What follows belongs to an exercise in optimizing a design on an open flow for a short achievable clock period and few clock cycles; a production flow would make more cautious choices.
Function was checked by simulation only, so behaviour that the tests miss may differ from the original.
Power and IR drop assume default switching activity.

## PipelinedProcessor
module PipelinedProcessor (
    input clk,
    input rst,
    output [4:0] imem_addr,
    input [31:0] imem_data,
    output [4:0] dmem_raddr,
    input [7:0] dmem_rdata,
    output dmem_we,
    output [4:0] dmem_waddr,
    output [7:0] dmem_wdata
);
Size in the first run: roughly 3100 cells after synthesis, ~580 flip-flops, about 66 I/O pins, roughly 28000 sq um of cells after synthesis.
export LEC_CHECK = 0
export ABC_CLOCK_PERIOD_IN_PS = 1500
export CAP_MARGIN = 20
export CORE_MARGIN = 2
export CORE_UTILIZATION = 45
export PLACE_DENSITY = 0.7
export SETUP_SLACK_MARGIN = 3.7
export SLEW_MARGIN = 20
export TNS_END_PERCENT = 100
create_clock -name core_clock -period 5.5 [get_ports {clk}]
standard.sh (not shown) runs the stock make flow with config.mk's settings and CLKGATE_MAP_FILE= SYNTH_SCRIPT=/design/flow/synth_recipe.tcl, a recipe that flattens the netlist after the stock synthesis.
==> flow/flow/run.sh <==
#!/bin/bash
# Own layout flow: the standard ORFS flow (standard.sh), unchanged except
# that ABC maps the logic with a delay-driven script (flow/abc_speed.script,
# classic "map -D" with buffering and sizing) and the resizer may swap a
# cell for one with another footprint. Registers are mapped exactly as in the
# standard synthesis (the ABC step only touches combinational logic).
set -euo pipefail
W=$PWD
rm -rf "$W/scripts_mod"
mkdir -p "$W/scripts_mod"
cp -r "$FLOW_HOME/scripts/." "$W/scripts_mod/"
cp "$W/flow/abc_speed.script" "$W/scripts_mod/abc_speed.script"
sed "s|CLKGATE_MAP_FILE= |CLKGATE_MAP_FILE= SCRIPTS_DIR=$W/scripts_mod MATCH_CELL_FOOTPRINT=0 |" "$W/standard.sh" > "$W/standard_mod.sh"
grep -q "SCRIPTS_DIR=$W/scripts_mod" "$W/standard_mod.sh"
bash "$W/standard_mod.sh" finish > "$W/flow_make.log" 2>&1
test -s "$W/out/final.def"
==> flow/flow/abc_speed.script <==
strash
dch
map -D 1500
buffer
upsize -D 1500
dnsize -D 1500
stime -p
The starting point finished with timing, DRC and antenna clean.
Testbench counts at the start, summed over its fixed seeds: cycles 21,025.
Next try:
--- a/flow/flow/run.sh
+++ b/flow/flow/run.sh
@@ -2,5 +2,5 @@
 # Own layout flow: the standard ORFS flow (standard.sh), unchanged except
 # that ABC maps the logic with a delay-driven script (flow/abc_speed.script,
-# classic "map -D" with buffering and sizing) and the resizer may swap a
+# classic "map -D 600" with buffering and sizing) and the resizer may swap a
 # cell for one with another footprint. Registers are mapped exactly as in the
 # standard synthesis (the ABC step only touches combinational logic).
==> flow/flow/abc_speed.script (replaced) <==
strash
dch
map -D 600
buffer
upsize -D 600
dnsize -D 600
stime -p
Settings changed: CORE_UTILIZATION 45 to 40, PLACE_DENSITY 0.7 to default.
What happened:
- The new run passed the timing, DRC and antenna checks
- via count climbs by 5.3%
- design area rises by 7.9%
- worst setup slack improved by 0.17 ns
- clock skew fell by 0.0065 ns
- synthesized area increases by 3.1%
Next try:
==> flow/flow/run.sh (replaced) <==
#!/bin/bash
# Own layout flow: the standard ORFS flow (standard.sh), unchanged except
# that ABC maps the logic with a delay-driven script (flow/abc_speed.script,
# classic "map -D" with buffering and sizing). Registers are mapped exactly
# as in the standard synthesis (the ABC step only touches combinational logic).
set -euo pipefail
W=$PWD
rm -rf "$W/scripts_mod"
mkdir -p "$W/scripts_mod"
cp -r "$FLOW_HOME/scripts/." "$W/scripts_mod/"
cp "$W/flow/abc_speed.script" "$W/scripts_mod/abc_speed.script"
sed "s|CLKGATE_MAP_FILE= |CLKGATE_MAP_FILE= SCRIPTS_DIR=$W/scripts_mod |" "$W/standard.sh" > "$W/standard_mod.sh"
grep -q "SCRIPTS_DIR=$W/scripts_mod" "$W/standard_mod.sh"
bash "$W/standard_mod.sh" finish > "$W/flow_make.log" 2>&1
test -s "$W/out/final.def"
==> flow/flow/abc_speed.script (replaced) <==
strash
dch
map -D 1500
buffer
upsize -D 1500
dnsize -D 1500
stime -p
Cell area stays flat.
Final cell count fell by 2.7%.
Worst setup slack gets better by 0.15 ns.
Total power fell by 4.6%.
Clock-buffer cell count rose by 1.
Next try:
Settings changed: CORE_UTILIZATION 40 to 30.
Effect: The changed run finished clean. Total power shrinks by 3.5%. Clock-buffer cell count falls by 6. Synthesized area does not change. Fmax decreases by 3.6%. Final cell count went up by 5.5%. Die area grows by 33%. Utilization drops by 17 points. Worst setup slack gets worse by 0.088 ns. Critical path depth does not change. Register-to-register slack stays flat.
Next try:
==> flow/flow/run.sh (replaced) <==
#!/bin/bash
# Own layout flow: the standard ORFS flow (standard.sh), unchanged except
# that ABC maps the logic with a delay-driven script (flow/abc_speed.script,
# classic "map -D" with buffering and sizing) and the resizer may swap a
# cell for one with another footprint. Registers are mapped exactly as in the
# standard synthesis (the ABC step only touches combinational logic).
set -euo pipefail
W=$PWD
rm -rf "$W/scripts_mod"
mkdir -p "$W/scripts_mod"
cp -r "$FLOW_HOME/scripts/." "$W/scripts_mod/"
cp "$W/flow/abc_speed.script" "$W/scripts_mod/abc_speed.script"
sed "s|CLKGATE_MAP_FILE= |CLKGATE_MAP_FILE= SCRIPTS_DIR=$W/scripts_mod MATCH_CELL_FOOTPRINT=0 |" "$W/standard.sh" > "$W/standard_mod.sh"
grep -q "SCRIPTS_DIR=$W/scripts_mod" "$W/standard_mod.sh"
bash "$W/standard_mod.sh" finish > "$W/flow_make.log" 2>&1
test -s "$W/out/final.def"
Settings changed: CORE_UTILIZATION 30 to 40.
The changed run completed without violations.
Maximum frequency is higher by 3.8%.
Final area is higher by 1.5%.
Clock power is higher by about 2%.
Worst setup slack gets better by 0.089 ns.
Die area is lower by 25%.
Global-route usage is higher by 8.9 points.
Wire length is higher by 0.92%.
Non-clock buffer count is higher by 52.
Via count hardly moves.

==> port drivers added, routing unchanged <==
Ports are ideal in the flow. The routed layouts listed here were re-timed in OpenROAD.
Step 1 assumes that a clkbuf_16 drives the clock port and a buf_2 every other input.
Step 2 also shifts input and output timing later by t, the mid clock arrival at the registers, as if the neighbouring blocks saw the same clock.
Slacks: ideal / step 1 / step 2; pairs: ideal / step 1.
| run | t, ns | setup slack, ns | clock arrival spread, ns | worst slew at a driven data input, ns |
|---|---|---|---|---|
| the first run | 0.734 | 2.850 / 2.828 / 2.094 | 0.050 / 0.050 | 0.25 |
| the second run | 0.728 | 3.023 / 2.945 / 2.216 | 0.041 / 0.041 | 0.31 |
| the third run | 0.679 | 3.170 / 3.005 / 2.325 | 0.050 / 0.049 | 0.33 |
| the fourth run | 0.746 | 3.082 / 2.928 / 2.182 | 0.048 / 0.049 | 0.37 |
| the fifth run | 0.717 | 3.170 / 3.058 / 2.341 | 0.077 / 0.076 | 0.26 |
After both steps every run listed still meets setup and hold. For the fourth run, which loses most, drivers alone change the setup slack by -0.154 ns; drivers and shift together by -0.900 ns.
